Background: an optimization exercise with open tools, aiming at small area. Do not read the settings as production practice. At most, simulation tests tie the RTL to the original design; equivalence was not proved. The RTL of run 2 was laid out without a check of its function. The flow treats the clock pin as an ideal source, which a real chip does not have. No activity file was given, so power comes from the tool's default toggle rates.

==> design.v <==
module axi_apb_bridge_top (
    input         s_axi_clk,
    input         s_axi_aresetn,
    input  [31:0] s_axi_awaddr,
    input         s_axi_awvalid,
    output        s_axi_awready,
    input  [31:0] s_axi_wdata,
    input         s_axi_wvalid,
    input  [3:0]  s_axi_wstrb,
    output        s_axi_wready,
    output [1:0]  s_axi_bresp,
    output        s_axi_bvalid,
    input         s_axi_bready,
    input  [31:0] s_axi_araddr,
    input         s_axi_arvalid,
    output        s_axi_arready,
    output [1:0]  s_axi_rresp,
    output        s_axi_rvalid,
    output [31:0] s_axi_rdata,
    input         s_axi_rready,
    input  [2:0]  s_axi_arprot,
    input  [2:0]  s_axi_awprot,
    output [31:0] m_apb_paddr,
    output [2:0]  m_apb_pprot,
    output [15:0] m_apb_psel,
    output        m_apb_penable,
    output        m_apb_pwrite,
    output [31:0] m_apb_pwdata,
    output [3:0]  m_apb_pstrb,
    input  [15:0] m_apb_pready,
    input  [31:0] m_apb_prdata,
    input  [31:0] m_apb_prdata2,
    input  [31:0] m_apb_prdata3,
    input  [31:0] m_apb_prdata4,
    input  [31:0] m_apb_prdata5,
    input  [31:0] m_apb_prdata6,
    input  [31:0] m_apb_prdata7,
    input  [31:0] m_apb_prdata8,
    input  [31:0] m_apb_prdata9,
    input  [31:0] m_apb_prdata10,
    input  [31:0] m_apb_prdata11,
    input  [31:0] m_apb_prdata12,
    input  [31:0] m_apb_prdata13,
    input  [31:0] m_apb_prdata14,
    input  [31:0] m_apb_prdata15,
    input  [31:0] m_apb_prdata16,
    input  [15:0] m_apb_pslverr
);
localparam [2:0] S_IDLE  = 3'b000;   
localparam [2:0] S_RRESP = 3'b001;   
localparam [2:0] S_WDW   = 3'b010;   
localparam [2:0] S_WAW   = 3'b011;   
localparam [2:0] S_RS    = 3'b100;   
localparam [2:0] S_RA    = 3'b101;   
localparam [2:0] S_WS    = 3'b110;   
localparam [2:0] S_WA    = 3'b111;   
reg  [2:0]  state;
reg         rvalid, bvalid;
reg         resp;            
reg  [4:0]  tcnt;            
reg  [31:0] addr, wdat, rdat;
reg  [2:0]  prot;
reg  [3:0]  strb;
wire st_idle  = state == S_IDLE;
wire st_rresp = state == S_RRESP;
wire st_wdw   = state == S_WDW;
wire st_waw   = state == S_WAW;
wire st_rs    = state == S_RS;
wire st_ra    = state == S_RA;
wire st_ws    = state == S_WS;
wire st_acc   = state[2] & state[0];
wire [15:0] dec;
assign dec[0]  = addr[31:12] == 20'h00000;
assign dec[1]  = addr[31:12] == 20'h00001;
assign dec[2]  = addr[31:13] == 19'h00001;
assign dec[3]  = addr[31:8]  == 24'h000100;
assign dec[4]  = addr[31:8]  == 24'h000101;
assign dec[5]  = addr[31:16] == 16'h0002;
assign dec[6]  = addr[31:6]  == 26'h0400000;
assign dec[7]  = addr[31:6]  == 26'h0400001;
assign dec[8]  = addr[31:28] == 4'h2;
assign dec[9]  = addr[31:12] == 20'h40000;
assign dec[10] = addr[31:12] == 20'h40001;
assign dec[11] = addr[31:12] == 20'h40002;
assign dec[12] = addr[31:15] == 17'h08002;
assign dec[13] = addr[31:2]  == 30'h20000000;
assign dec[14] = addr[31:8]  == 24'h800001;
assign dec[15] = (addr[31:28] == 4'hF) & ~(&addr[27:0]);
wire [15:0] psel  = dec & {16{state[2]}};
wire [15:0] pdone = psel & m_apb_pready;
wire        done  = |pdone;
wire        serr  = |(psel & m_apb_pslverr);
wire        tzero = tcnt == 5'd0;
wire go_idle  = st_idle & (~bvalid | s_axi_bready);
wire go_rresp = st_rresp & s_axi_rready;
wire go_read  = st_ra & done & s_axi_rready;
wire go       = go_idle | go_rresp | go_read;
assign s_axi_arready = go & s_axi_arvalid;
assign s_axi_awready = (go & s_axi_awvalid) | st_waw;
assign s_axi_wready  = ((go_idle | go_rresp) & s_axi_wvalid) | st_wdw;
wire [2:0] dispatch = s_axi_arvalid                 ? S_RS  :
                      s_axi_awvalid & s_axi_wvalid  ? S_WS  :
                      s_axi_awvalid                 ? S_WDW :
                      s_axi_wvalid                  ? S_WAW : S_IDLE;
reg [2:0] state_nxt;
always @* begin
    case (state)
    S_IDLE:  state_nxt = go_idle ? dispatch : S_IDLE;
    S_RRESP: state_nxt = s_axi_rready ? dispatch : S_RRESP;
    S_WDW:   state_nxt = s_axi_wvalid ? S_WS : S_WDW;
    S_WAW:   state_nxt = s_axi_awvalid ? S_WS : S_WAW;
    S_RS:    state_nxt = S_RA;
    S_RA:    state_nxt = done ? (s_axi_rready ? dispatch : S_RRESP) : (tzero ? S_RRESP : S_RA);
    S_WS:    state_nxt = S_WA;
    default: state_nxt = (done | tzero) ? S_IDLE : S_WA;
    endcase
end
wire ld_ar = (go_idle | go_read) & s_axi_arvalid;
wire ld_aw = (go_idle | go_read | st_wdw) & s_axi_wvalid;
always @(posedge s_axi_clk or negedge s_axi_aresetn) begin
    if (!s_axi_aresetn) begin
        state  <= S_IDLE;
        rvalid <= 1'b0;
        bvalid <= 1'b0;
        strb   <= 4'b0;
    end else begin
        state  <= state_nxt;
        rvalid <= (st_ra & (done | tzero)) | (st_rresp & ~s_axi_rready);
        bvalid <= (st_idle & bvalid & ~s_axi_bready) | (state == S_WA & (done | tzero));
        if (ld_aw) strb <= s_axi_wstrb;
    end
end
wire addr_hold = st_rs | st_ws | st_wdw | (state == S_WA) | (st_ra & ~done);
wire wdat_hold = st_waw | st_ws | (state == S_WA);
wire [31:0] rsel =
    ({32{pdone[0]}}  & m_apb_prdata)   | ({32{pdone[1]}}  & m_apb_prdata2)  |
    ({32{pdone[2]}}  & m_apb_prdata3)  | ({32{pdone[3]}}  & m_apb_prdata4)  |
    ({32{pdone[4]}}  & m_apb_prdata5)  | ({32{pdone[5]}}  & m_apb_prdata6)  |
    ({32{pdone[6]}}  & m_apb_prdata7)  | ({32{pdone[7]}}  & m_apb_prdata8)  |
    ({32{pdone[8]}}  & m_apb_prdata9)  | ({32{pdone[9]}}  & m_apb_prdata10) |
    ({32{pdone[10]}} & m_apb_prdata11) | ({32{pdone[11]}} & m_apb_prdata12) |
    ({32{pdone[12]}} & m_apb_prdata13) | ({32{pdone[13]}} & m_apb_prdata14) |
    ({32{pdone[14]}} & m_apb_prdata15) | ({32{pdone[15]}} & m_apb_prdata16) |
    ({32{st_rresp}}  & rdat);
always @(posedge s_axi_clk) begin
    rdat <= rsel;
    if (st_acc) resp <= serr | ~done;
    if (st_idle | (st_acc & done)) tcnt <= 5'd16;
    else if (st_acc & ~tzero)      tcnt <= tcnt - 5'd1;
    if (!addr_hold) addr <= (s_axi_arvalid & ~st_waw) ? s_axi_araddr : s_axi_awaddr;
    if (!wdat_hold) wdat <= s_axi_wdata;
    if (ld_ar)      prot <= s_axi_arprot;
    else if (ld_aw) prot <= s_axi_awprot;
end
assign s_axi_rvalid  = rvalid;
assign s_axi_rdata   = rdat;
assign s_axi_rresp   = {resp, 1'b0};
assign s_axi_bvalid  = bvalid;
assign s_axi_bresp   = {resp, 1'b0};
assign m_apb_psel    = psel;
assign m_apb_penable = st_acc;
assign m_apb_pwrite  = state[1];
assign m_apb_paddr   = addr;
assign m_apb_pwdata  = wdat;
assign m_apb_pstrb   = strb;
assign m_apb_pprot   = prot;
endmodule
==> flow/run.sh <==
#!/bin/bash
set -euo pipefail
export BUFFER_PORTS_ARGS="-buffer_cell sky130_fd_sc_hd__buf_1"
bash standard.sh "BUFFER_PORTS_ARGS=$BUFFER_PORTS_ARGS" finish > standard_flow.log 2>&1
==> standard.sh <==
#!/bin/bash
# synth_recipe.tcl (not shown) runs the flow's synth.tcl, then flattens the netlist and writes it again
# the make line also repeats each setting of config.mk as NAME=value (left out here)
make -C /OpenROAD-flow-scripts/flow DESIGN_CONFIG=/design/flow/config.mk WORK_HOME=/design/flow/orfs CLKGATE_MAP_FILE= SYNTH_SCRIPT=/design/flow/synth_recipe.tcl "${@:-finish}"
==> config.mk <==
export PLATFORM = sky130hd
export DESIGN_NAME = axi_apb_bridge_top
export DESIGN_NICKNAME = axi_apb_bridge_top
export VERILOG_FILES = /design/flow/design.v
export SDC_FILE = /design/flow/constraint.sdc
export NUM_CORES = 4
export LEC_CHECK = 0
export ABC_AREA = 1
export CAP_MARGIN = 20
export CORE_AREA = 10 10 280 280
export DIE_AREA = 0 0 290 290
export SLEW_MARGIN = 20
==> constraint.sdc <==
create_clock -name core_clock -period 6.0 [get_ports {s_axi_clk}]
set_input_delay 1.2000 -clock core_clock [delete_from_list [all_inputs] [get_ports {s_axi_clk}]]
set_output_delay 1.2000 -clock core_clock [all_outputs]
set_load 0.01 [all_outputs]
==> flow_summary.ini, run 1 <==
[logic_synthesis]
synth_ff_type = edfxtp_1
synth-async-reset-ratio_pct = 7.89
synth_seq_cells = 114
yosysUniqueCellTypes = 41
yosysWarningCount = 1
netlist_instances = 1186
syn_area_per_cell_um2 = 7.09
synth.yosys.seq_area_share_pct = 35.8
synth_edf_count = 68
netlist_area_um2 = 8400

[global_route]
antenna_found_initial = 9
gr-total-overflow = 0
grt_use_total_pct = 16.3
grt_max_degree = 33
grt_pass1_vias = 12900
grt_pass1_wl_um = 97700

[die]
io_pins = 787
fp.dieW_um = 290
core_area_um2 = 71900
start_util_pct = 11.7
fp-row-count = 98
fp.dieArea_um2 = 84100
die_h_um = 290

[run_status]
outcome = finished clean

[routing]
drtIter0Drc = 909
viasPerCell = 4.23
ant_nets = 0
drc_errors = 0
routedWlPerCell_um = 24.9
vias = 12300
drtPass1Iterations = 5
routed_wl_um = 72700

[timing]
finalHoldViolCount = 0
relSlewSlack_pct = 27.3
hold_ws_ns = 0.479
final-setup-viol-count = 0
fmax_ghz = 0.230
fin_crit_sh_pct = 72.5
min_period_ns = 4.35
skew_ns = 0.0171
drv_slew = 0
rsz0062_at_grt = false
setup_tns_ns = 0
tightest_slew_ns = 1.09

[critical_path]
critPathMaxStageDelay_ns = 0.60
reg2reg_depth = 7
arrival_ns = 3.15
cp_max_fo = 22
worstSetupEndpointType = output port
regToRegSetupSlack_ns = 2.55
slowest_stage = inv_2
required_ns = 4.80
worstPathCellList = inv_2 -> nor2_1 -> nand4_1 -> nand2_1 -> nor2_1 -> nand3_2 -> o21bai_4 -> nand2_1 -> nand2_1 -> nand2_1 -> buf_1
critPathCapture = s_axi_awready
critical_path.startpoint_type = register
crit_path_frequent_cell = nand2_1
rr_startpoint = state[2]
cp-startpoint = state[2]
timing.rr.end = rdat[29]
crit_type = reg2out

[finish]
ff_latch_area_um2 = 3010
fin_nets = 2608
syn_to_final_growth_pct = 54.7
multi_input_area_um2 = 4720
fill_cells = 8418
mostFrequentLayoutCells = buf_1 (784), nand2_1 (447), nor2_1 (108)
drive_gt1_share_pct = 6.62
mostFrequentLayoutCell = buf_1

[pwr]
switching_share_pct = 42.4
ir_drop_uv = 145
p_switching_mw = 1.63
clkPwrFrac_pct = 28.4
power_leakage_nw = 5.00
powerDensity_nw_per_um2 = 295
seq_power_share_pct = 35.7
p_int_mw = 2.21
power_frac_comb_pct = 35.9

[place]
port_buffers = 784
dp_hpwl_um = 59400
place_congestion = 0.974

[clocking]
cts_root_buf = clkbuf_16
cts_hold_buf = 0
cts_made_buffers = 17
htree_levels = 4
insertion_delay_ns = 0.47
cts_setup_buffers = 0
cts_tree = yes
cts_resized = 0
cts_buffer_depth = 2
cts.sinks = 114
path_clk_slew_ns = 0.06

[worst_hold_path]
hp-class = reg2reg

[run]
cap_violations = 0
## power by group through the flow
stage	combinational, mW	sequential [mW]	clock [mW]
final	1.38	1.37	1.09
after global routing	1.51	1.40	1.17
after CTS	1.40	1.37	1.15
after detailed placement	1.40	1.38	0
after global placement	1.40	1.37	0
after floorplan	0.592	1.46	0
## area by class of cell
type	instances	area share, %
diodes	3	0.0578
inverters	94	2.71
clock buffers	18	3.30
clock inverters	14	1.21
repair buffers	810	24.1
flip-flops and latches	114	23.1
multi-input cells	913	36.3
well taps	950	9.14
## worst max-delay path: cells and delay by family, from the launching register on
kind | cells | cell delay (ns)
simple gates | 8 | 1.05
flops | 1 | 0.59
buf+inv | 2 | 0.75
compound gates | 1 | 0.26
## how the worst min path moves through the flow
stage,cells after the start,endpoint,from
5_1_grt,2,strb[2],strb[2]
6_report,2,strb[2],strb[2]
2_1_floorplan,2,tcnt[0],tcnt[0]
4_1_cts,2,strb[2],strb[2]
3_3_place_gp,2,tcnt[0],tcnt[0]
3_5_place_dp,2,strb[2],strb[2]
## registers in the layout, indices dropped and copies added (netlist names)
register,flops
bvalid,1
addr,32
tcnt,5
rdat,32
wdat,32
state,3
resp,1
strb,4
prot,3
rvalid,1
## synthesized netlist by cell type, types with 4 or more instances
library cell	n	area share [%]
nand2_1	447	20
nor2_1	109	4.9
nand3_1	91	5.4
inv_1	90	4.0
a221oi_1	86	9.0
edfxtp_1	68	24
nand4_1	42	3.1
buf_2	37	2.2
dfxtp_1	37	8.8
a211oi_1	32	2.9
mux2_2	32	4.3
clkbuf_1	14	0.63
a22o_1	13	1.4
buf_4	12	1.1
nor3_1	10	0.60
dfrtp_1	9	2.7
a21oi_1	6	0.36
nor2_2	6	0.45
o21ai_0	6	0.36
nand2_2	5	0.37
and3_1	4	0.30
inv_2	4	0.18
nand3_2	4	0.48
## per-layer routing
layer	wire length (um)	up-vias	global-route usage, %
met5	55	-	0
met4	2540	8	6.12
met3	6910	129	5.30
met2	34300	858	27.2
met1	28900	5717	19.2
li1	-	5629	-
## stage by stage
stage / setup WS [ns] / utilization (%) / cells / cell area [um^2] / power (mW)
2_1_floorplan: 1.63 / - / 1187 / 8410 / 2.06
3_3_place_gp: 2.20 / 17.3 / 2881 / 12400 / 2.77
6_report: 1.65 / 18.1 / 2916 / 13000 / 3.84
3_5_place_dp: 2.18 / 17.3 / 2881 / 12400 / 2.78
5_1_grt: 1.40 / 18.1 / 2913 / 13000 / 4.09
4_1_cts: 1.62 / 18.1 / 2913 / 13000 / 3.92
## cell families after synthesis
logic type      after synthesis  share of synthesized area, %
fa+ha+maj                     1                         0.149
simple gates                724                          36.4
other cells                   1                        0.0446
mux                          32                          4.29
buf+inv                     160                          8.32
compound gates              152                          14.8
flops                       114                          35.8
xor+xnor                      2                         0.208
==> run 2, diff against run 1 <==
--- a/design.v
+++ b/design.v
@@ -1 +1,7 @@
+module bridge_aoi222 (input a0, input a1, input b0, input b1, input c0, input c1, output y);
+assign y = ~((a0 & a1) | (b0 & b1) | (c0 & c1));
+endmodule
+module bridge_aoi22 (input a0, input a1, input b0, input b1, output y);
+assign y = ~((a0 & a1) | (b0 & b1));
+endmodule
 module axi_apb_bridge_top (
@@ -133,13 +139,43 @@
 wire addr_hold = st_rs | st_ws | st_wdw | (state == S_WA) | (st_ra & ~done);
+wire addr_ar = ~addr_hold & s_axi_arvalid & ~st_waw;
+wire addr_aw = ~addr_hold & ~(s_axi_arvalid & ~st_waw);
+wire [31:0] addr_nxt_n;
+wire [31:0] addr_nxt = ~addr_nxt_n;
+wire prot_aw = ld_aw & ~ld_ar;
+wire prot_hold = ~ld_ar & ~ld_aw;
+wire [2:0] prot_nxt_n;
+wire [2:0] prot_nxt = ~prot_nxt_n;
+genvar a;
+generate
+for (a = 0; a < 32; a = a + 1) begin : abit
+    bridge_aoi222 g (addr_ar, s_axi_araddr[a], addr_aw, s_axi_awaddr[a], addr_hold, addr[a], addr_nxt_n[a]);
+end
+for (a = 0; a < 3; a = a + 1) begin : pbit
+    bridge_aoi222 g (ld_ar, s_axi_arprot[a], prot_aw, s_axi_awprot[a], prot_hold, prot[a], prot_nxt_n[a]);
+end
+endgenerate
 wire wdat_hold = st_waw | st_ws | (state == S_WA);
-wire [31:0] rsel =
-    ({32{pdone[0]}}  & m_apb_prdata)   | ({32{pdone[1]}}  & m_apb_prdata2)  |
-    ({32{pdone[2]}}  & m_apb_prdata3)  | ({32{pdone[3]}}  & m_apb_prdata4)  |
-    ({32{pdone[4]}}  & m_apb_prdata5)  | ({32{pdone[5]}}  & m_apb_prdata6)  |
-    ({32{pdone[6]}}  & m_apb_prdata7)  | ({32{pdone[7]}}  & m_apb_prdata8)  |
-    ({32{pdone[8]}}  & m_apb_prdata9)  | ({32{pdone[9]}}  & m_apb_prdata10) |
-    ({32{pdone[10]}} & m_apb_prdata11) | ({32{pdone[11]}} & m_apb_prdata12) |
-    ({32{pdone[12]}} & m_apb_prdata13) | ({32{pdone[13]}} & m_apb_prdata14) |
-    ({32{pdone[14]}} & m_apb_prdata15) | ({32{pdone[15]}} & m_apb_prdata16) |
-    ({32{st_rresp}}  & rdat);
+wire [31:0] prd [0:15];
+assign prd[0]  = m_apb_prdata;   assign prd[1]  = m_apb_prdata2;
+assign prd[2]  = m_apb_prdata3;  assign prd[3]  = m_apb_prdata4;
+assign prd[4]  = m_apb_prdata5;  assign prd[5]  = m_apb_prdata6;
+assign prd[6]  = m_apb_prdata7;  assign prd[7]  = m_apb_prdata8;
+assign prd[8]  = m_apb_prdata9;  assign prd[9]  = m_apb_prdata10;
+assign prd[10] = m_apb_prdata11; assign prd[11] = m_apb_prdata12;
+assign prd[12] = m_apb_prdata13; assign prd[13] = m_apb_prdata14;
+assign prd[14] = m_apb_prdata15; assign prd[15] = m_apb_prdata16;
+wire [31:0] rsel;
+genvar b;
+generate
+for (b = 0; b < 32; b = b + 1) begin : rbit
+    wire [5:0] t;
+    bridge_aoi222 g0 (pdone[0],  prd[0][b],  pdone[1],  prd[1][b],  pdone[2],  prd[2][b],  t[0]);
+    bridge_aoi222 g1 (pdone[3],  prd[3][b],  pdone[4],  prd[4][b],  pdone[5],  prd[5][b],  t[1]);
+    bridge_aoi222 g2 (pdone[6],  prd[6][b],  pdone[7],  prd[7][b],  pdone[8],  prd[8][b],  t[2]);
+    bridge_aoi222 g3 (pdone[9],  prd[9][b],  pdone[10], prd[10][b], pdone[11], prd[11][b], t[3]);
+    bridge_aoi222 g4 (pdone[12], prd[12][b], pdone[13], prd[13][b], pdone[14], prd[14][b], t[4]);
+    bridge_aoi22  g5 (pdone[15], prd[15][b], st_rresp,  rdat[b],    t[5]);
+    assign rsel[b] = ~&t;
+end
+endgenerate
 always @(posedge s_axi_clk) begin
@@ -149,6 +185,5 @@
     else if (st_acc & ~tzero)      tcnt <= tcnt - 5'd1;
-    if (!addr_hold) addr <= (s_axi_arvalid & ~st_waw) ? s_axi_araddr : s_axi_awaddr;
+    addr <= addr_nxt;
     if (!wdat_hold) wdat <= s_axi_wdata;
-    if (ld_ar)      prot <= s_axi_arprot;
-    else if (ld_aw) prot <= s_axi_awprot;
+    prot <= prot_nxt;
 end
==> flow/run.sh (replaced) <==
#!/bin/bash
# The standard layout (standard.sh) with three changes:
#  - synthesis keeps the small AND-OR-invert modules of rtl/read_data_mux.v as
#    their own modules while mapping (SYNTH_HIERARCHICAL 1), then flattens as usual;
#  - ABC maps with an area-oriented script (flow/area.abc) instead of ORFS's;
#  - the port buffers are the smallest buffer cell (sky130_fd_sc_hd__buf_1).
# Synthesis is otherwise the standard flow's own script (synth_recipe.tcl), so the registers
# and their names are those of the standard synthesis.
set -euo pipefail
here=$(pwd)
{
  echo 'proc abc {args} {'
  echo '  set i [lsearch -exact $args -script]'
  echo '  if {$i >= 0} { lset args [expr {$i + 1}] $::env(MY_ABC_SCRIPT) }'
  echo '  yosys abc {*}$args'
  echo '}'
  cat synth_recipe.tcl
} > my_synth.tcl
export MY_ABC_SCRIPT=$here/flow/area.abc
bash standard.sh SYNTH_SCRIPT=$here/my_synth.tcl SYNTH_HIERARCHICAL=1 \
  "BUFFER_PORTS_ARGS=-buffer_cell sky130_fd_sc_hd__buf_1" finish > standard_flow.log 2>&1
==> flow/area.abc (new file) <==
strash; dc2; &get -n; &dch -f; &nf -a -R 1000; &put
==> run 2 against run 1 <==
Effect of this change: clock-buffer cell count rose by 3; worst setup slack worse by 1.1 ns; routed wire length is 4.9% lower; via count is 9.8% lower; first-iteration DRC count up 97%; sequential power barely moved; clock skew is 0.0061 ns lower.
==> flow_summary.ini, run 2 <==
[clocking]
cts_root_buf = clkbuf_16
cts_buffer_depth = 2
cts.sinks = 114
cts_setup_buffers = 0
insertion_delay_ns = 0.45
path_clk_slew_ns = 0.07
cts_hold_buf = 0
cts_tree = yes
cts_made_buffers = 17
htree_levels = 4
cts_resized = 0

[routing]
drtPass1Iterations = 10
drtIter0Drc = 1792
drc_errors = 0
vias = 11100
ant_nets = 0
routed_wl_um = 69100
routedWlPerCell_um = 28.6
viasPerCell = 4.60

[finish]
fill_cells = 8282
syn_to_final_growth_pct = 75.9
fin_nets = 2103
final_util_pct = 15.8
drive_gt1_share_pct = 4.80
mostFrequentLayoutCells = buf_1 (784), a222oi_1 (197), dfxtp_1 (72)
mostFrequentLayoutCell = buf_1
reg.largest.list = addr x32, rdat x32, wdat x32

[timing]
rsz0062_at_grt = false
hold_ws_ns = 0.476
tightest_slew_ns = 1.09
min_period_ns = 5.41
final-setup-viol-count = 0
finalHoldViolCount = 0
fin_crit_sh_pct = 90.2
skew_ns = 0.0110
relSlewSlack_pct = 27.4
drv_slew = 0
setup_tns_ns = 0
setup_ws_ns = 0.586
fmax_ghz = 0.185

[critical_path]
arrival_ns = 4.21
cp_max_fo = 33
critical_path.startpoint_type = register
required_ns = 4.80
worstSetupEndpointType = output port
crit_type = reg2out

[global_route]
gr-total-overflow = 0
grt_pass1_wl_um = 91400
grt_use_total_pct = 15.3
grt_pass1_vias = 11600
grt_max_degree = 35
antenna_found_initial = 26

[worst_hold_path]
hp-class = reg2reg

[die]
core_area_um2 = 71900
start_util_pct = 9.00
die_h_um = 290
fp.dieArea_um2 = 84100
fp.dieW_um = 290
fp-row-count = 98
io_pins = 787

[logic_synthesis]
synth-async-reset-ratio_pct = 7.89
netlist_area_um2 = 6470
synth_area_leaders = a222oi_1 (30%), dfxtp_1 (22%), edfxtp_1 (15%)
yosysUniqueCellTypes = 45
synth_seq_cells = 114
synthTopCellsByCount = a222oi_1 (197), dfxtp_1 (72), clkinv_1 (40), nand4_1 (40)
syn_area_per_cell_um2 = 10.3
yosysMostFrequentCell = a222oi_1
yosysTopAreaCell = a222oi_1
synth_ff_type = dfxtp_1
yosysWarningCount = 7
netlist_instances = 626
synth_top_area_share_pct = 30.5
synth_edf_count = 33
synth.yosys.seq_area_share_pct = 41.1

[run_status]
outcome = finished clean

[place]
place_congestion = 0.947
port_buffers = 784
dpl_worst_slack_ns = 1.10
dp_hpwl_um = 56600

[run]
cap_violations = 0

[pwr]
ir_drop_uv = 227
power_leakage_nw = 3.27
powerDensity_nw_per_um2 = 351
[run 2: changes by cell type in the layout (fill, tap and decap cells not counted), sizes merged, moves of 31 or more]
| cell | previous run | this run |
|---|---|---|
| edfxtp | 68 | 33 |
| nand2 | 452 | 18 |
| nor2 | 115 | 33 |
| clkinv | 7 | 41 |
| dfxtp | 37 | 72 |
| inv | 97 | 8 |
| nand3 | 95 | 12 |
| a222oi | 0 | 197 |
| a221oi | 86 | 2 |
| a211oi | 32 | 1 |
[run 2: area by class of cell]
type                    instances  area, um^2  share of cell area [%]
well taps                     950        1190                    10.4
inverters                      40         150                    1.32
clock inverters                11         110                   0.968
clock buffers                  21         482                    4.23
diodes                         10        25.0                   0.220
flip-flops and latches        114        2660                    23.4
multi-input cells             469        3680                    32.3
repair buffers                803        3090                    27.1
[run 2: cells by family after synthesis]
kind of cell / after synthesis / share of synthesized area (%)
buffers and inverters: 44 / 2.78
multiplexers: 4 / 0.696
XOR/XNOR: 2 / 0.271
flip-flops: 114 / 41.1
AND/OR/NAND/NOR: 202 / 17.6
adder cells (fa/ha/maj): 1 / 0.193
other: 1 / 0.0580
AO/OA/AOI/OAI: 258 / 37.3
[run 2: power by group]
part	internal [mW]	leakage (nW)	switching (mW)	total, mW
registers	1.11	1.02	0.272	1.38
logic	0.524	1.96	1.01	1.53
clock network	0.626	0.292	0.457	1.08
[run 2: per-module statistics from Yosys, one instance, submodules excluded]
module | flops+latches | copies in the design | area, um^2 | cells inside
axi_apb_bridge_top | 114 | 1 | 4280 | 399
bridge_aoi222 | 0 | 195 | 10.0 | 1
bridge_aoi22 | 0 | 32 | 7.51 | 1
[run 2: worst max-delay path: stages (launching register included)]
cell     delay (ns)
dfxtp_1        0.51
nand4_1        0.13
or4_1          0.55
nor4_1         0.26
nor3_1         0.18
and2_2         0.53
nor4_1         0.39
nand3_1        0.36
nand2_1        0.22
o31ai_1        0.10
a21oi_1        0.26
o21ai_0        0.12
buf_1          0.15
[run 2: path summary, 6_finish.rpt]
path | start | endpoint | slack, ns | cells past startpoint
max in group asynchronous | s_axi_aresetn | state[2] | 4.96 | 1
worst min register to register | tcnt[4] | tcnt[4] | 0.48 | 2
worst max register to register | addr[16] | addr[3] | 1.18 | 15
min in group asynchronous | s_axi_aresetn | state[0] | 0.69 | 1
worst min-delay path | tcnt[4] | tcnt[4] | 0.48 | 2
worst max-delay path | addr[16] | s_axi_awready | 0.59 | 12
[run 2: metal layers]
layer	vias to the layer above	track usage (%)	wire length, um
li1	4641	-	-
met1	5296	15.5	23100
met2	1008	27.0	34400
met3	179	6.48	8410
met4	6	7.23	3200
met5	-	0	37
[run 2: per-stage QoR]
step	cells	total power, mW	cell area, um^2
6_report	2418	3.99	11400
3_3_place_gp	2376	2.91	10800
4_1_cts	2408	4.07	11400
2_1_floorplan	627	2.11	6470
3_5_place_dp	2376	2.93	10800
5_1_grt	2413	4.26	11400
==> run 3, diff against run 2 <==
--- a/design.v
+++ b/design.v
@@ -77,20 +77,35 @@
 wire st_acc   = state[2] & state[0];
-wire [15:0] dec;
-assign dec[0]  = addr[31:12] == 20'h00000;
-assign dec[1]  = addr[31:12] == 20'h00001;
-assign dec[2]  = addr[31:13] == 19'h00001;
-assign dec[3]  = addr[31:8]  == 24'h000100;
-assign dec[4]  = addr[31:8]  == 24'h000101;
-assign dec[5]  = addr[31:16] == 16'h0002;
-assign dec[6]  = addr[31:6]  == 26'h0400000;
-assign dec[7]  = addr[31:6]  == 26'h0400001;
-assign dec[8]  = addr[31:28] == 4'h2;
-assign dec[9]  = addr[31:12] == 20'h40000;
-assign dec[10] = addr[31:12] == 20'h40001;
-assign dec[11] = addr[31:12] == 20'h40002;
-assign dec[12] = addr[31:15] == 17'h08002;
-assign dec[13] = addr[31:2]  == 30'h20000000;
-assign dec[14] = addr[31:8]  == 24'h800001;
-assign dec[15] = (addr[31:28] == 4'hF) & ~(&addr[27:0]);
-wire [15:0] psel  = dec & {16{state[2]}};
+wire [31:0] ad = addr;
+wire t0 = state[2] & (ad[31:28] == 4'h0);
+wire t1 = state[2] & (ad[31:28] == 4'h1);
+wire t2 = state[2] & (ad[31:28] == 4'h2);
+wire t4 = state[2] & (ad[31:28] == 4'h4);
+wire t8 = state[2] & (ad[31:28] == 4'h8);
+wire tf = state[2] & (ad[31:28] == 4'hF);
+wire z27_18 = ~|ad[27:18];
+wire z27_17 = z27_18 & ~ad[17];
+wire z27_16 = z27_17 & ~ad[16];
+wire z27_14 = z27_16 & ~|ad[15:14];
+wire z27_13 = z27_14 & ~ad[13];
+wire z27_12 = z27_13 & ~ad[12];
+wire z27_9  = z27_12 & ~|ad[11:9];
+wire z27_7  = z27_9 & ~|ad[8:7];
+wire z27_2  = z27_7 & ~|ad[6:2];
+wire [15:0] psel;
+assign psel[0]  = t0 & z27_12;                           
+assign psel[1]  = t0 & z27_13 & ad[12];                   
+assign psel[2]  = t0 & z27_14 & ad[13];                   
+assign psel[3]  = t0 & z27_17 & ad[16] & ~|ad[15:8];       
+assign psel[4]  = t0 & z27_17 & ad[16] & ~|ad[15:9] & ad[8];  
+assign psel[5]  = t0 & z27_18 & ad[17] & ~ad[16];          
+assign psel[6]  = t1 & z27_7 & ~ad[6];                    
+assign psel[7]  = t1 & z27_7 & ad[6];                     
+assign psel[8]  = t2;                                    
+assign psel[9]  = t4 & z27_12;                           
+assign psel[10] = t4 & z27_13 & ad[12];                   
+assign psel[11] = t4 & z27_14 & ad[13] & ~ad[12];          
+assign psel[12] = t4 & z27_17 & ad[16] & ~ad[15];          
+assign psel[13] = t8 & z27_2;                            
+assign psel[14] = t8 & z27_9 & ad[8];                     
+assign psel[15] = tf & ~&ad[27:0];                        
 wire [15:0] pdone = psel & m_apb_pready;
--- a/flow/run.sh
+++ b/flow/run.sh
@@ -5,3 +5,5 @@
 #  - ABC maps with an area-oriented script (flow/area.abc) instead of ORFS's;
-#  - the port buffers are the smallest buffer cell (sky130_fd_sc_hd__buf_1).
+#  - the port buffers are the smallest buffer cell (sky130_fd_sc_hd__buf_1);
+#  - clock tree synthesis builds its tree of sky130_fd_sc_hd__clkbuf_8 only and
+#    adds no dummy loads.
 # Synthesis is otherwise the standard flow's own script (synth_recipe.tcl), so the registers
@@ -19,2 +21,3 @@
 export MY_ABC_SCRIPT=$here/flow/area.abc
+export CTS_ARGS="-sink_clustering_enable -repair_clock_nets -dont_use_dummy_load -buf_list sky130_fd_sc_hd__clkbuf_8"
 bash standard.sh SYNTH_SCRIPT=$here/my_synth.tcl SYNTH_HIERARCHICAL=1 \
==> run 3 against run 2 <==
Effect of this change: design area fell by 4.1%; clock power fell by 43%; still clean on timing, DRC and antenna; critical path type unchanged; clock skew rose by 0.036 ns; register-to-register slack got worse by 0.16 ns; routed wire length rose by 3.7%; sequential power barely moved.
==> flow_summary.ini, run 3 <==
[global_route]
grt_pass1_wl_um = 93400
met3_usage_pct = 7.95
grt_max_degree = 34
gr-total-overflow = 0
gr-usage-met1_pct = 16.1
grtUsageMet2_pct = 27.2
grt_pass1_vias = 11000
grt_use_total_pct = 15.9
antenna_found_initial = 26
grt-busiest-layer = met2

[logic_synthesis]
netlist_area_um2 = 6360
yosysUniqueCellTypes = 37
synth_ff_type = dfxtp_1
synth_seq_cells = 114
synth.yosys.seq_area_share_pct = 41.8
syn_area_per_cell_um2 = 10.5
synth_edf_count = 33
synth_top_area_share_pct = 31.0
synthTopCellsByCount = a222oi_1 (197), dfxtp_1 (72), clkinv_1 (43)
yosysWarningCount = 7
synth-async-reset-ratio_pct = 7.89
yosysMostFrequentCell = a222oi_1
synth_area_leaders = a222oi_1 (31%), dfxtp_1 (23%), edfxtp_1 (16%)
netlist_instances = 607
yosysTopAreaCell = a222oi_1

[routing]
drc_errors = 0
routed_wl_um = 71700
drtIter0Drc = 1785
routedWlPerCell_um = 30.1
vias = 10800
ant_nets = 0
drtPass1Iterations = 10
viasPerCell = 4.55

[die]
fp-row-count = 98
core_area_um2 = 71900
fp.dieArea_um2 = 84100
fp.dieW_um = 290
start_util_pct = 8.85
io_pins = 787
die_h_um = 290

[clocking]
cts_buffer_depth = 2
htree_levels = 4
cts_root_buf = clkbuf_8
cts_resized = 0
path_clk_slew_ns = 0.06
cts.sinks = 114
insertion_delay_ns = 0.53
cts_tree = yes
cts_hold_buf = 0
cts_made_buffers = 17
cts_setup_buffers = 0

[critical_path]
rr_startpoint = state[2]
regToRegSetupSlack_ns = 1.02
crit_type = reg2out
critical_path.startpoint_type = register
timing.rr.end = addr[24]
arrival_ns = 4.48
cp_max_fo = 16
worstSetupEndpointType = output port
required_ns = 4.80
reg2reg_depth = 15

[timing]
tightest_slew_ns = 0.918
skew_ns = 0.0469
hold_ws_ns = 0.485
drv_slew = 0
setup_tns_ns = 0
final-setup-viol-count = 0
finalHoldViolCount = 0
setup_ws_ns = 0.322
relSlewSlack_pct = 38.6
min_period_ns = 5.68
rsz0062_at_grt = false
fmax_ghz = 0.176
fin_crit_sh_pct = 94.6

[run_status]
outcome = finished clean

[pwr]
switching_share_pct = 46.5
clkPwrFrac_pct = 17.7
powerDensity_nw_per_um2 = 317
p_int_mw = 1.85
power.total_mw = 3.46
seq_power_share_pct = 39.1
ir_drop_uv = 216
p_switching_mw = 1.61
power_frac_comb_pct = 43.2
power_leakage_nw = 3.11

[worst_hold_path]
hold_end = tcnt[4]
hp-start = tcnt[4]
hp-class = reg2reg
hold_depth = 2

[finish]
fill_cells = 8346
mostFrequentLayoutCell = buf_1
mostFrequentLayoutCells = buf_1 (784), a222oi_1 (197), dfxtp_1 (72)
reg.largest.list = addr x32, rdat x32, wdat x32
syn_to_final_growth_pct = 71.8
drive_gt1_share_pct = 4.28
final_cell_count_no_fill = 2383
fin_area_um2 = 10900
fin_nets = 2086
final_util_pct = 15.2
ff_latch_area_um2 = 2660
multi_input_area_um2 = 3550

[place]
port_buffers = 784
dp_hpwl_um = 58800
dpl_worst_slack_ns = 0.711
place_congestion = 0.943
placed_area_um2 = 10700
dp_cells = 2359

[run]
cap_violations = 0
## run 3: how the worst max path moves through the flow
stage,slack [ns],cells past startpoint,start,to
CTS,0.30,11,state[2],s_axi_arready
finish,0.32,11,state[2],s_axi_arready
global route,0.08,11,state[2],s_axi_arready
floorplan,0.22,10,m_apb_pready[5],addr[0]
detailed placement,0.71,9,m_apb_pready[8],s_axi_arready
global placement,0.74,9,m_apb_pready[8],s_axi_arready
## run 3: cell families (layout without fill, tap and decap cells)
| logic type | after synthesis | count (layout) | share of synthesized area [%] |
|---|---|---|---|
| AOI/OAI and AO/OA | 261 | 261 | 37.9 |
| and+or+nand+nor | 176 | 176 | 16.0 |
| DFF | 114 | 114 | 41.8 |
| buffers and inverters | 48 | 866 | 3.13 |
| muxes | 4 | 4 | 0.709 |
| xor gates and xnor gates | 2 | 2 | 0.276 |
| adders and majority gates | 1 | 1 | 0.197 |
| other | 1 | 9 | 0.0590 |
## run 3: per-layer routing
metal,wire length (um),vias up
met5,80,-
met4,3170,14
met3,9690,152
met2,34600,993
met1,24200,5132
li1,-,4540
## run 3: modules after synthesis, one instance, submodules excluded
module	area, um^2	cells
bridge_aoi22	7.51	1
bridge_aoi222	10.0	1
axi_apb_bridge_top	4160	380
## run 3: power by group through the flow
stage	clock (mW)	combinational [mW]	sequential, mW
2_1_floorplan	0	0.614	1.42
3_3_place_gp	0	1.52	1.34
3_5_place_dp	0	1.52	1.36
4_1_cts	0.684	1.53	1.35
5_1_grt	0.693	1.64	1.39
6_report	0.612	1.49	1.35
## run 3: layout make-up
type,count,share of cell area [%]
Antenna cell,7,0.160
Sequential cell,114,24.3
Timing Repair Buffer,806,28.5
Inverter,43,1.48
Tap cell,950,10.9
Clock buffer,17,2.14
Multi-Input combinational cell,446,32.5
## run 3: worst max-delay path, cell delays in order, from the launching register on
cell      delay [ns]
dfrtp_1         0.60
nor3b_1         0.28
nand2_1         0.17
nor4b_1         0.10
and2_2          0.21
or4_1           0.53
or4_1           0.41
nor4_1          0.24
nor4b_2         0.79
o21bai_1        0.30
and2_0          0.23
buf_1           0.12
==> run 4, diff against run 3 <==
--- a/design.v
+++ b/design.v
@@ -112,3 +112,2 @@
 wire        done  = |pdone;
-wire        serr  = |(psel & m_apb_pslverr);
 wire        tzero = tcnt == 5'd0;
@@ -195,7 +194,15 @@
 endgenerate
+wire [5:0] et;
+bridge_aoi222 e0 (psel[0],  m_apb_pslverr[0],  psel[1],  m_apb_pslverr[1],  psel[2],  m_apb_pslverr[2],  et[0]);
+bridge_aoi222 e1 (psel[3],  m_apb_pslverr[3],  psel[4],  m_apb_pslverr[4],  psel[5],  m_apb_pslverr[5],  et[1]);
+bridge_aoi222 e2 (psel[6],  m_apb_pslverr[6],  psel[7],  m_apb_pslverr[7],  psel[8],  m_apb_pslverr[8],  et[2]);
+bridge_aoi222 e3 (psel[9],  m_apb_pslverr[9],  psel[10], m_apb_pslverr[10], psel[11], m_apb_pslverr[11], et[3]);
+bridge_aoi222 e4 (psel[12], m_apb_pslverr[12], psel[13], m_apb_pslverr[13], psel[14], m_apb_pslverr[14], et[4]);
+assign et[5] = ~((psel[15] & m_apb_pslverr[15]) | ~done);
+wire resp_nxt = ~&et;
 always @(posedge s_axi_clk) begin
     rdat <= rsel;
-    if (st_acc) resp <= serr | ~done;
-    if (st_idle | (st_acc & done)) tcnt <= 5'd16;
-    else if (st_acc & ~tzero)      tcnt <= tcnt - 5'd1;
+    if (st_acc) resp <= resp_nxt;
+    if (st_idle | (st_acc & done)) tcnt <= 5'b01011;
+    else if (st_acc & ~tzero)      tcnt <= {tcnt[3:0], ~(tcnt[4] ^ tcnt[2])};
     addr <= addr_nxt;
--- a/flow/run.sh
+++ b/flow/run.sh
@@ -1,3 +1,3 @@
 #!/bin/bash
-# The standard layout (standard.sh) with three changes:
+# The standard layout (standard.sh) with four changes:
 #  - synthesis keeps the small AND-OR-invert modules of rtl/read_data_mux.v as
==> run 4 against run 3 <==
Effect of this change: design area is 0.24% lower; sequential power barely moved; total power is 5.5% lower; worst hold slack lost 0.022 ns.
==> flow_summary.ini, run 4 <==
[run_status]
outcome = finished clean

[die]
start_util_pct = 8.81
fp-row-count = 98
fp.dieArea_um2 = 84100
core_area_um2 = 71900
fp.dieW_um = 290
die_h_um = 290
io_pins = 787

[pwr]
ir_drop_uv = 154
p_switching_mw = 1.49
powerDensity_nw_per_um2 = 300
seq_power_share_pct = 40.9
switching_share_pct = 45.5
p_int_mw = 1.78
power_leakage_nw = 3.13
power_frac_comb_pct = 40.5
clkPwrFrac_pct = 18.6

[logic_synthesis]
synth.yosys.seq_area_share_pct = 42.0
synth_top_area_share_pct = 31.6
synth_edf_count = 33
netlist_instances = 606
synth_ff_type = dfxtp_1
yosysTopAreaCell = a222oi_1
yosysUniqueCellTypes = 33
synth_seq_cells = 114
yosysWarningCount = 7
yosysMostFrequentCell = a222oi_1
synth-async-reset-ratio_pct = 7.89
synthTopCellsByCount = a222oi_1 (200), dfxtp_1 (72), clkinv_1 (40), nand4_1 (40), and3_1 (35)
syn_area_per_cell_um2 = 10.4
netlist_area_um2 = 6330
synth_area_leaders = a222oi_1 (32%), dfxtp_1 (23%), edfxtp_1 (16%)

[routing]
drtIter0Drc = 1843
viasPerCell = 4.63
drtPass1Iterations = 10
drc_errors = 0
routedWlPerCell_um = 31.4
ant_nets = 0
routed_wl_um = 75000
vias = 11000

[clocking]
cts_buffer_depth = 2
cts_setup_buffers = 0
htree_levels = 4
cts_resized = 0
cts_root_buf = clkbuf_8
insertion_delay_ns = 0.53
cts_made_buffers = 17
cts.sinks = 114
cts_tree = yes
cts_hold_buf = 0
path_clk_slew_ns = 0.07

[finish]
final_util_pct = 15.2
fin_area_um2 = 10900
final_cell_count_no_fill = 2384
drive_gt1_share_pct = 4.21
mostFrequentLayoutCells = buf_1 (784), a222oi_1 (200), dfxtp_1 (72)
syn_to_final_growth_pct = 72.1
reg.largest.list = addr x32, rdat x32, wdat x32
fin_nets = 2085
mostFrequentLayoutCell = buf_1

[critical_path]
regToRegSetupSlack_ns = 1.54
worstSetupEndpointType = output port
rr_startpoint = addr[15]
cp_max_fo = 6
critical_path.startpoint_type = register
arrival_ns = 4.15
timing.rr.end = prot[2]
reg2reg_depth = 16
crit_type = reg2out
required_ns = 4.80

[timing]
skew_ns = 0.0444
tightest_slew_ns = 0.970
relSlewSlack_pct = 35.3
fin_crit_sh_pct = 89.2
setup_tns_ns = 0
min_period_ns = 5.35
hold_ws_ns = 0.464
drv_slew = 0
finalHoldViolCount = 0
final-setup-viol-count = 0
fmax_ghz = 0.187
rsz0062_at_grt = false

[worst_hold_path]
hp-start = tcnt[0]
hold_depth = 2
hold_end = tcnt[0]
hp-class = reg2reg

[place]
dp_cells = 2359
place_congestion = 0.930
port_buffers = 784
placed_area_um2 = 10600
dp_hpwl_um = 59400

[global_route]
grt_max_degree = 35
grt_pass1_vias = 11300
gr-total-overflow = 0
grt_pass1_wl_um = 97700
grt_use_total_pct = 16.6
antenna_found_initial = 17

[run]
cap_violations = 0
run 4: power groups by stage:
stage / clock network [mW] / logic, mW / registers, mW
3_3_place_gp: 0 / 1.33 / 1.32
2_1_floorplan: 0 / 0.511 / 1.39
5_1_grt: 0.684 / 1.44 / 1.37
3_5_place_dp: 0 / 1.33 / 1.34
4_1_cts: 0.673 / 1.33 / 1.33
6_report: 0.609 / 1.32 / 1.34
run 4: kinds of logic (layout without fill, tap and decap cells):
kind of cell | Yosys count | in the layout | synth area share (%)
AO/OA/AOI/OAI | 253 | 253 | 37.3
flip-flops | 114 | 114 | 42.0
AND/OR/NAND/NOR | 189 | 189 | 17.0
multiplexers | 4 | 4 | 0.712
buffers and inverters | 45 | 864 | 2.97
other | 1 | 10 | 0.0592
run 4: cell type report:
| cell class | instances | area [um^2] |
|---|---|---|
| Antenna cell | 8 | 20.0 |
| Clock buffer | 17 | 234 |
| Fill cell | 8356 | 61000 |
| Inverter | 40 | 150 |
| Multi-Input combinational cell | 448 | 3530 |
| Sequential cell | 114 | 2660 |
| Tap cell | 950 | 1190 |
| Timing Repair Buffer | 807 | 3120 |
run 4: per-layer routing:
layer	routed length (um)	vias to the layer above	track usage (%)
met2	33700	1010	26.3
met1	29600	5338	19.9
met4	2240	12	6.21
li1	-	4538	-
met5	89	-	0
met3	9320	130	6.74
run 4: metrics by stage:
stage	setup WS, ns	total power, mW
final	0.645	3.27
after global routing	0.354	3.49
after CTS	0.710	3.33
after detailed placement	1.31	2.67
after global placement	1.39	2.66
after floorplan	0.341	1.90
run 4: critical path: stages (launching register included):
cell and delay (ns):
dfxtp_1 0.36, or4_1 0.61, or4_1 0.48, nor4_1 0.48, nand4b_1 0.19, nor2_1 0.33, and2_2 0.22, nor4_1 0.05
nand4b_1 0.09, nor4_1 0.05, buf_4 0.16, nand3b_1 0.19, nand3_1 0.16, nand2_1 0.07, nand2_1 0.07, buf_1 0.16
run 4: Yosys stat by module, one instance, submodules excluded:
| module | times used | area [um^2] | cells inside |
|---|---|---|---|
| bridge_aoi222 | 200 | 10.0 | 1 |
| axi_apb_bridge_top | 1 | 4090 | 374 |
| bridge_aoi22 | 32 | 7.51 | 1 |
run 4: worst max-delay path by stage:
stage                  start       endpoint  slack, ns  cells after the start
floorplan           addr[15]        addr[0]       0.34                     15
global placement    addr[15]  s_axi_arready       1.39                     14
detailed placement  addr[15]  s_axi_awready       1.31                     15
CTS                 addr[15]  s_axi_awready       0.71                     15
global route        addr[15]  s_axi_awready       0.35                     15
finish              addr[15]  s_axi_awready       0.65                     15
==> run 5, diff against run 4 <==
--- a/flow/run.sh
+++ b/flow/run.sh
@@ -7,3 +7,4 @@
 #  - clock tree synthesis builds its tree of sky130_fd_sc_hd__clkbuf_8 only and
-#    adds no dummy loads.
+#    adds no dummy loads; after it, flow/post_cts.tcl makes each clock buffer
+#    sky130_fd_sc_hd__clkbuf_4 where the clock-pin slew stays low.
 # Synthesis is otherwise the standard flow's own script (synth_recipe.tcl), so the registers
@@ -21,2 +22,3 @@
 export MY_ABC_SCRIPT=$here/flow/area.abc
+export POST_CTS_TCL=$here/flow/post_cts.tcl
 export CTS_ARGS="-sink_clustering_enable -repair_clock_nets -dont_use_dummy_load -buf_list sky130_fd_sc_hd__clkbuf_8"
==> flow/post_cts.tcl (new file) <==
set limit 0.100
proc max_clk_slew {pins} {
  set mx 0
  foreach p $pins {
    set s [get_property $p slew_max]
    if {$s > $mx} { set mx $s }
  }
  return $mx
}
estimate_parasitics -placement
set all_clk [get_pins -hierarchical */CLK]
set m0 [max_clk_slew $all_clk]
puts "post_cts: max clock-pin slew before: $m0"
set bufs {}
foreach inst [[ord::get_db_block] getInsts] {
  if {[[$inst getMaster] getName] eq "sky130_fd_sc_hd__clkbuf_8"} { lappend bufs [$inst getName] }
}
set n 0
foreach b $bufs {
  set out [get_pins -of_objects [get_cells $b] -filter "direction==output"]
  set sinks [get_pins -of_objects [get_nets -of_objects $out] -filter "direction==input"]
  set clk_sinks {}
  foreach p $sinks { if {[get_property $p lib_pin_name] eq "CLK"} { lappend clk_sinks $p } }
  if {[llength $clk_sinks] == 0} continue
  replace_cell [get_cells $b] sky130_fd_sc_hd__clkbuf_4
  estimate_parasitics -placement
  if {[max_clk_slew $clk_sinks] > $limit || [max_clk_slew $all_clk] > $m0 + 0.001} {
    replace_cell [get_cells $b] sky130_fd_sc_hd__clkbuf_8
    estimate_parasitics -placement
  } else {
    incr n
  }
}
puts "post_cts: $n of [llength $bufs] clock buffers made clkbuf_4; max clock-pin slew after: [max_clk_slew $all_clk]"
detailed_placement
check_placement -verbose
--- a/config.mk
+++ b/config.mk
@@ -11,2 +11,3 @@
 export DIE_AREA = 0 0 290 290
+export PLACE_DENSITY = 0.85
 export SLEW_MARGIN = 20
==> run 5 against run 4 <==
Effect of this change: die area unchanged; synthesized cell count unchanged; via count up 1.1%; combinational power about the same; largest power group unchanged.
==> flow_summary.ini, run 5 <==
[run_status]
outcome = finished clean

[place]
dp_cells = 2357
dpl_worst_slack_ns = 1.37
placed_area_um2 = 10600
dp_hpwl_um = 61200
port_buffers = 784
place_congestion = 0.997

[logic_synthesis]
synth-async-reset-ratio_pct = 7.89
synthTopCellsByCount = a222oi_1 (200), dfxtp_1 (72), clkinv_1 (40), nand4_1 (40), and3_1 (35)
netlist_area_um2 = 6330
yosysMostFrequentCell = a222oi_1
yosysUniqueCellTypes = 33
synth_ff_type = dfxtp_1
synth_edf_count = 33
synth_area_leaders = a222oi_1 (32%), dfxtp_1 (23%), edfxtp_1 (16%)
yosysTopAreaCell = a222oi_1
synth_seq_cells = 114
synth_top_area_share_pct = 31.6
synth.yosys.seq_area_share_pct = 42.0
yosysWarningCount = 7
syn_area_per_cell_um2 = 10.4
netlist_instances = 606

[critical_path]
cp_num_buf_inv = 2
worstSetupEndpointType = output port
slowest_stage = or4_1
required_ns = 4.80
critical-path-top-delay-family = simple AND/OR/NAND/NOR gates
cp_max_fo = 6
arrival_ns = 4.01
crit_type = reg2out
critical_path.startpoint_type = register
critPathMaxStageDelay_ns = 0.60
crit_path_frequent_cell = nor4_1
worstPathCellList = or4_1 -> or4_1 -> nor4_1 -> nand4b_1 -> nor2_1 -> and2_2 -> nor4_1 -> nand4b_1 -> nor4_1 -> buf_4 -> nand3b_1 -> nand3_1 -> nand2_1 -> nand2_1 -> buf_1

[timing]
rsz0062_at_grt = false
drv_slew = 0
fin_crit_sh_pct = 86.9
hold_ws_ns = 0.483
min_period_ns = 5.21
fmax_ghz = 0.192
setup_tns_ns = 0
skew_ns = 0.0472
final-setup-viol-count = 0
setup_ws_ns = 0.787
relSlewSlack_pct = 37.0
tightest_slew_ns = 0.945
finalHoldViolCount = 0

[die]
start_util_pct = 8.81
die_h_um = 290
fp.dieArea_um2 = 84100
fp.dieW_um = 290
fp-row-count = 98
core_area_um2 = 71900
io_pins = 787

[pwr]
power_leakage_nw = 3.10
ir_drop_uv = 180
power.total_mw = 3.25
powerDensity_nw_per_um2 = 299

[clocking]
cts.sinks = 114
cts_tree = yes
insertion_delay_ns = 0.50
path_clk_slew_ns = 0.09

[finish]
fill_cells = 8260
final_util_pct = 15.1
fin_area_um2 = 10900
mostFrequentLayoutCell = buf_1
mostFrequentLayoutCells = buf_1 (784), a222oi_1 (200), dfxtp_1 (72)
final_cell_count_no_fill = 2387
reg.largest.list = addr x32, rdat x32, wdat x32
fin_nets = 2083
syn_to_final_growth_pct = 71.5
drive_gt1_share_pct = 4.07

[global_route]
grt_pass1_vias = 11600
grtUsageMet2_pct = 26.7
antenna_found_initial = 35
grt_max_degree = 35
gr-total-overflow = 0
grt-busiest-layer = met2
gr-usage-met1_pct = 17.4
grt_pass1_wl_um = 97900
met3_usage_pct = 8.39
grt_use_total_pct = 16.7

[worst_hold_path]
hp-class = reg2reg

[routing]
routedWlPerCell_um = 31.5
routed_wl_um = 75200
ant_nets = 0
drc_errors = 0
drtIter0Drc = 2037
vias = 11100
drtPass1Iterations = 13
viasPerCell = 4.67

[run]
cap_violations = 0
==> run 5: cell counts after synthesis <==
No cell type changed its count.
==> run 5: area by class of cell <==
| type | count | area [um^2] | share of cell area (%) |
|---|---|---|---|
| diodes | 13 | 32.5 | 0.300 |
| clock buffers | 17 | 196 | 1.81 |
| flip-flops and latches | 114 | 2660 | 24.5 |
| repair buffers | 805 | 3100 | 28.6 |
| well taps | 950 | 1190 | 10.9 |
| multi-input cells | 448 | 3530 | 32.5 |
| inverters | 40 | 150 | 1.38 |
==> run 5: kinds of logic (layout without fill, tap and decap cells) <==
family	count (synthesis)	after routing	share of synthesized area, %
compound gates	253	253	37.3
buf+inv	45	862	2.97
flops	114	114	42.0
mux	4	4	0.712
other cells	1	15	0.0592
simple gates	189	189	17.0
==> run 5: path summary, 6_finish.rpt <==
check / from / endpoint / slack, ns / depth (start not counted)
hold reg to reg: tcnt[1] / tcnt[2] / 0.48 / 2
max in group asynchronous: s_axi_aresetn / state[1] / 4.95 / 1
setup / recovery: addr[15] / s_axi_awready / 0.79 / 15
setup reg to reg: addr[15] / addr[28] / 1.48 / 16
min in group asynchronous: s_axi_aresetn / strb[2] / 0.65 / 1
hold / removal: tcnt[1] / tcnt[2] / 0.48 / 2
==> run 5: tightest hold or removal path, delay by kind of cell (launching register included) <==
family           cells  cell delay (ns)
AO/OA/AOI/OAI        1             0.05
flip-flops           1             0.33
AND/OR/NAND/NOR      1             0.06
==> run 5: report_power, final <==
group | switching, mW | internal, mW
registers | 0.267 | 1.09
logic | 0.883 | 0.444
clock network | 0.357 | 0.208
total | 1.51 | 1.74
==> run 5: modules after synthesis (local to each module, per instance) <==
| module | flops+latches | times used | cells inside | cell area, um^2 |
|---|---|---|---|---|
| bridge_aoi222 | 0 | 200 | 1 | 10.0 |
| axi_apb_bridge_top | 114 | 1 | 374 | 4090 |
| bridge_aoi22 | 0 | 32 | 1 | 7.51 |
==> run 5: layer usage <==
metal,share of wire [%],vias to the layer above
met5,0.18,-
met2,45,1137
li1,-,4544
met4,5.9,20
met3,14,229
met1,34,5218
==> run 6, diff against run 5 <==
--- a/config.mk
+++ b/config.mk
@@ -11,3 +11,2 @@
 export DIE_AREA = 0 0 290 290
-export PLACE_DENSITY = 0.85
 export SLEW_MARGIN = 20
==> run 6 against run 5 <==
Effect of this change: die area unchanged; clock power increased by 2%; combinational power about the same; still clean on timing, DRC and antenna; sequential power about the same; first-iteration DRC count decreased by 13%.
==> flow_summary.ini, run 6 <==
[run_status]
outcome = finished clean

[finish]
fin_area_um2 = 10900
reg.largest.list = addr x32, rdat x32, wdat x32
syn_to_final_growth_pct = 71.6
mostFrequentLayoutCells = buf_1 (784), a222oi_1 (200), dfxtp_1 (72)
drive_gt1_share_pct = 4.21
mostFrequentLayoutCell = buf_1
final_cell_count_no_fill = 2382
fin_nets = 2085

[timing]
hold_ws_ns = 0.462
rsz0062_at_grt = false
setup_tns_ns = 0
skew_ns = 0.0413
fin_crit_sh_pct = 89.2
min_period_ns = 5.35
tightest_slew_ns = 0.949
finalHoldViolCount = 0
final-setup-viol-count = 0
relSlewSlack_pct = 36.7
fmax_ghz = 0.187
drv_slew = 0

[pwr]
power_leakage_nw = 3.12
ir_drop_uv = 153
powerDensity_nw_per_um2 = 298

[logic_synthesis]
synth_ff_type = dfxtp_1
synth_edf_count = 33
yosysMostFrequentCell = a222oi_1
yosysUniqueCellTypes = 33
synth_seq_cells = 114
synthTopCellsByCount = a222oi_1 (200), dfxtp_1 (72), clkinv_1 (40), nand4_1 (40), and3_1 (35)
synth_area_leaders = a222oi_1 (32%), dfxtp_1 (23%), edfxtp_1 (16%)
synth_top_area_share_pct = 31.6
synth.yosys.seq_area_share_pct = 42.0
yosysTopAreaCell = a222oi_1
yosysWarningCount = 7
syn_area_per_cell_um2 = 10.4
netlist_instances = 606
netlist_area_um2 = 6330
synth-async-reset-ratio_pct = 7.89

[critical_path]
arrival_ns = 4.15
cp_max_fo = 6
reg2reg_depth = 16
required_ns = 4.80
worstSetupEndpointType = output port
timing.rr.end = prot[2]
regToRegSetupSlack_ns = 1.53
critical_path.startpoint_type = register
rr_startpoint = addr[15]
crit_type = reg2out

[routing]
routedWlPerCell_um = 31.4
vias = 11100
viasPerCell = 4.64
routed_wl_um = 74800
ant_nets = 0
drtIter0Drc = 1774
drtPass1Iterations = 8
drc_errors = 0

[global_route]
grt_pass1_wl_um = 97700
antenna_found_initial = 17
grt_max_degree = 35
grt_use_total_pct = 16.6
grt_pass1_vias = 11300
gr-total-overflow = 0

[die]
die_h_um = 290
core_area_um2 = 71900
fp-row-count = 98
start_util_pct = 8.81
fp.dieArea_um2 = 84100
io_pins = 787
fp.dieW_um = 290

[clocking]
path_clk_slew_ns = 0.09
cts.sinks = 114
cts_tree = yes
insertion_delay_ns = 0.51

[worst_hold_path]
hold_end = tcnt[0]
hp-start = tcnt[0]
hold_depth = 2
hp-class = reg2reg

[place]
port_buffers = 784
place_congestion = 0.930
placed_area_um2 = 10600
dp_hpwl_um = 59400
dp_cells = 2359

[run]
cap_violations = 0
==> run 6: cell count changes in the layout (fill, tap and decap cells not counted), sizes merged <==
cell,delta
diode,-7
buf,+2
==> run 6: routing by layer <==
metal / vias up / routed length [um] / GRT usage, %
met5: - / 89 / 0
met4: 12 / 2260 / 6.21
met3: 140 / 9470 / 6.72
met2: 1038 / 33600 / 26.3
met1: 5335 / 29400 / 19.9
li1: 4539 / - / -
==> run 6: worst max path at each step <==
stage | cells after the start | to | slack (ns) | startpoint
after floorplan | 15 | addr[0] | 0.34 | addr[15]
after global placement | 14 | s_axi_arready | 1.39 | addr[15]
after detailed placement | 15 | s_axi_awready | 1.31 | addr[15]
after global routing | 15 | s_axi_awready | 0.32 | addr[15]
final | 15 | s_axi_awready | 0.65 | addr[15]
==> run 6: logic make-up after synthesis <==
group	count (synthesis)	synth area share, %
muxes	4	0.712
buffers and inverters	45	2.97
other	1	0.0592
and+or+nand+nor	189	17.0
DFF	114	42.0
AOI/OAI and AO/OA	253	37.3
==> run 6: worst max-delay path: stages (launching register included) <==
cell	delay, ns
dfxtp_1	0.37
or4_1	0.60
or4_1	0.48
nor4_1	0.45
nand4b_1	0.19
nor2_1	0.33
and2_2	0.22
nor4_1	0.05
nand4b_1	0.09
nor4_1	0.05
buf_4	0.16
nand3b_1	0.19
nand3_1	0.16
nand2_1	0.07
nand2_1	0.07
buf_1	0.17
==> run 6: per-stage QoR <==
step                      setup slack (ns)  utilization [%]  power, mW
after global placement                1.39             14.8       2.66
after global routing                 0.322             15.1       3.46
after detailed placement              1.31             14.8       2.67
after floorplan                      0.341                -       1.90
final                                0.645             15.1       3.24
==> run 6: layout make-up <==
type | count | area (um^2)
Fill cell | 8362 | 61000
Antenna cell | 6 | 15.0
Multi-Input combinational cell | 448 | 3530
Tap cell | 950 | 1190
Clock buffer | 17 | 209
Sequential cell | 114 | 2660
Inverter | 40 | 150
Timing Repair Buffer | 807 | 3120
==> run 6: modules after synthesis, one instance, submodules excluded <==
module	flops+latches	copies in the design	area, um^2
axi_apb_bridge_top	114	1	4090
bridge_aoi22	0	32	7.51
bridge_aoi222	0	200	10.0
==> run 6: power by group <==
| group | leakage [nW] | switching (mW) | internal, mW | total, mW |
|---|---|---|---|---|
| clock | 0.112 | 0.356 | 0.222 | 0.577 |
| combinational | 1.98 | 0.877 | 0.446 | 1.32 |
| sequential | 1.03 | 0.248 | 1.09 | 1.34 |
==> run 7, diff against run 6 <==
==> flow/area.abc (replaced) <==
strash; &get -n; &deepsyn -I 4 -J 50; &put; dc2; &get -n; &dch -f; &nf -a -R 1000; &put
--- a/config.mk
+++ b/config.mk
@@ -11,2 +11,3 @@
 export DIE_AREA = 0 0 290 290
+export PLACE_DENSITY = 0.85
 export SLEW_MARGIN = 20
==> run 7 against run 6 <==
Effect of this change: via count shrank 0.23%; die area stayed put; routed wire length rose by 1.4%; utilization about the same; total power shrank 3.5%; combinational power down 3%; worst setup slack lost 0.33 ns; sequential share of layout area about the same; critical endpoint is now s_axi_arready; largest cell class unchanged; highest routed layer unchanged.
==> flow_summary.ini, run 7 <==
[routing]
top_layer = met5
wl_met3_um = 10900
drtPass1Iterations = 9
ant_nets = 0
met2_length_um = 35200
drc_errors = 0
routedWlPerCell_um = 31.8
vias = 11000
routed_wl_um = 75800
drtIter0Drc = 2137
wl_met1_um = 25900
viasPerCell = 4.63

[logic_synthesis]
synth_seq_cells = 114
synth_ff_type = dfxtp_1
netlist_instances = 597
yosysWarningCount = 7
netlist_area_um2 = 6310
synth_edf_count = 33
synth_top_area_share_pct = 31.7
synth_area_leaders = a222oi_1 (32%), dfxtp_1 (23%), edfxtp_1 (16%)
syn_area_per_cell_um2 = 10.6
synthTopCellsByCount = a222oi_1 (200), dfxtp_1 (72), clkinv_1 (41), nand4_1 (41), and3_1 (39)
synth-async-reset-ratio_pct = 7.89
synth.yosys.seq_area_share_pct = 42.1
yosysUniqueCellTypes = 35
yosysTopAreaCell = a222oi_1
yosysMostFrequentCell = a222oi_1

[pwr]
ir_drop_uv = 150
seq_power_share_pct = 41.0
p_switching_mw = 1.44
powerDensity_nw_per_um2 = 287
power_frac_comb_pct = 41.0
p_int_mw = 1.69
power_leakage_nw = 3.15
clkPwrFrac_pct = 18.0
switching_share_pct = 46.0

[timing]
fin_crit_sh_pct = 94.8
hold_ws_ns = 0.448
skew_ns = 0.0331
finalHoldViolCount = 0
setup_tns_ns = 0
drv_slew = 0
rsz0062_at_grt = false
setup_ws_ns = 0.313
final-setup-viol-count = 0
relSlewSlack_pct = 42.1
min_period_ns = 5.69
fmax_ghz = 0.176
tightest_slew_ns = 0.856

[place]
dp_cells = 2351
placed_area_um2 = 10600
port_buffers = 784
dp_hpwl_um = 62400
place_congestion = 0.974
dpl_worst_slack_ns = 0.868

[finish]
reg.largest.list = addr x32, rdat x32, wdat x32
mostFrequentLayoutCell = buf_1
fin_area_um2 = 10900
final_cell_count_no_fill = 2385
drive_gt1_share_pct = 4.37
fin_nets = 2077
syn_to_final_growth_pct = 72.3
fill_cells = 8281
ff_latch_area_um2 = 2660
mostFrequentLayoutCells = buf_1 (784), a222oi_1 (200), dfxtp_1 (72)
multi_input_area_um2 = 3510

[critical_path]
cp_max_fo = 14
critPathMaxStageDelay_ns = 0.59
required_ns = 4.80
critical_path.startpoint_type = register
worstSetupEndpointType = output port
worstPathCellList = buf_4 -> nor3b_1 -> and3_1 -> and3_1 -> and2_2 -> or4_1 -> or4_1 -> or4_1 -> nand3_1 -> clkinv_1 -> a22oi_1 -> nand2_1 -> and2_0 -> buf_1
slowest_stage = or4_1
crit_type = reg2out
crit_path_frequent_cell = or4_1
arrival_ns = 4.49

[die]
fp-row-count = 98
core_area_um2 = 71900
fp.dieW_um = 290
fp.dieArea_um2 = 84100
io_pins = 787
start_util_pct = 8.78
die_h_um = 290

[run_status]
outcome = finished clean

[clocking]
cts.sinks = 114
insertion_delay_ns = 0.50
path_clk_slew_ns = 0.10
cts_tree = yes

[global_route]
grt_max_degree = 34
gr-total-overflow = 0
grt_use_total_pct = 16.9
grt_pass1_vias = 11500
grt_pass1_wl_um = 98600
antenna_found_initial = 37

[run]
cap_violations = 0

[worst_hold_path]
hp-class = reg2reg
[run 7: changes by cell type in the layout (fill, tap and decap cells not counted), moves of 4 or more]
cell,change
diode_2,+11
nor3_1,+4
nor4_1,-5
or3_1,-4
nand2_1,-11
nand3b_1,-5
[run 7: final timing paths]
path / startpoint / to / slack [ns] / cells after the start
max in group asynchronous: s_axi_aresetn / rvalid / 4.94 / 1
max: state[2] / s_axi_arready / 0.31 / 14
min in group asynchronous: s_axi_aresetn / strb[3] / 0.65 / 1
min: tcnt[0] / tcnt[1] / 0.45 / 2
max reg2reg: state[2] / addr[17] / 1.34 / 16
min reg2reg: tcnt[0] / tcnt[1] / 0.45 / 2
[run 7: cell type report]
cell class,instances,share of cell area (%)
Tap cell,950,10.9
Clock buffer,17,1.81
Antenna cell,17,0.391
Multi-Input combinational cell,438,32.3
Sequential cell,114,24.5
Inverter,41,1.42
Timing Repair Buffer,808,28.7
[run 7: per-layer routing]
layer | vias up | GRT usage (%)
met2 | 1033 | 27.3
met1 | 5272 | 17.2
li1 | 4532 | -
met4 | 14 | 9.08
met5 | - | 0
met3 | 187 | 9.57
[run 7: metrics by stage]
step           util [%]  total power, mW
2_1_floorplan         -             1.81
3_3_place_gp       14.8             2.54
3_5_place_dp       14.8             2.57
5_1_grt            15.1             3.34
6_report           15.1             3.12
[run 7: logic make-up after synthesis]
kind of cell,count (synthesis),share of synthesized area (%)
AND/OR/NAND/NOR,173,16.0
other,1,0.0594
flip-flops,114,42.1
AO/OA/AOI/OAI,259,38.1
buffers and inverters,46,3.03
multiplexers,4,0.714
[run 7: power by group through the flow]
stage | sequential (mW) | combinational (mW) | clock (mW)
floorplan | 1.33 | 0.479 | 0
finish | 1.28 | 1.28 | 0.562
detailed placement | 1.28 | 1.29 | 0
global placement | 1.25 | 1.28 | 0
global route | 1.31 | 1.40 | 0.637
[run 7: worst max-delay path, delay by kind of cell, from the launching register on]
kind,cells,cell delay [ns]
and+or+nand+nor,10,2.94
buffers and inverters,3,0.45
DFF,1,0.37
AOI/OAI and AO/OA,1,0.24
[run 7: Yosys stat by module (local to each module, per instance)]
module / cells inside / flip-flops and latches
axi_apb_bridge_top: 365 / 114
bridge_aoi22: 1 / 0
bridge_aoi222: 1 / 0

-- static timing again, ports no longer ideal --
In the flow no input, the clock included, has a driving cell. The finished layouts below were timed again as built, in two steps. Step 1 sets driving cells, clkbuf_16 on the clock port and buf_2 on the other inputs (assumed; they add their load-dependent delay and slew). Step 2 moves the port delays by t, midway between the first and last clock arrival at a register: inputs arrive t later, outputs are due t later. That takes back most of the time a late clock gives input paths. Slacks: no drivers / after step 1 / after step 2; pairs: no drivers / after step 1.
| run | t (ns) | slack for setup (ns) | hold slack, ns | clock arrival spread, ns |
|---|---|---|---|---|
| run 1 | 0.509 | 1.649 / 1.600 / 2.109 | 0.479 / 0.479 / 0.479 | 0.017 / 0.018 |
| run 2 | 0.495 | 0.586 / 0.538 / 1.033 | 0.476 / 0.476 / 0.476 | 0.014 / 0.014 |
| run 3 | 0.549 | 0.322 / 0.275 / 0.588 | 0.485 / 0.485 / 0.485 | 0.057 / 0.057 |
| run 4 | 0.542 | 0.645 / 0.603 / 1.145 | 0.464 / 0.464 / 0.464 | 0.053 / 0.053 |
| run 5 | 0.524 | 0.787 / 0.740 / 1.263 | 0.483 / 0.483 / 0.483 | 0.047 / 0.047 |
| run 6 | 0.537 | 0.645 / 0.603 / 1.140 | 0.462 / 0.462 / 0.462 | 0.044 / 0.044 |
| run 7 | 0.531 | 0.313 / 0.267 / 0.798 | 0.448 / 0.448 / 0.448 | 0.034 / 0.034 |
After both steps setup and hold are still met in every run listed.
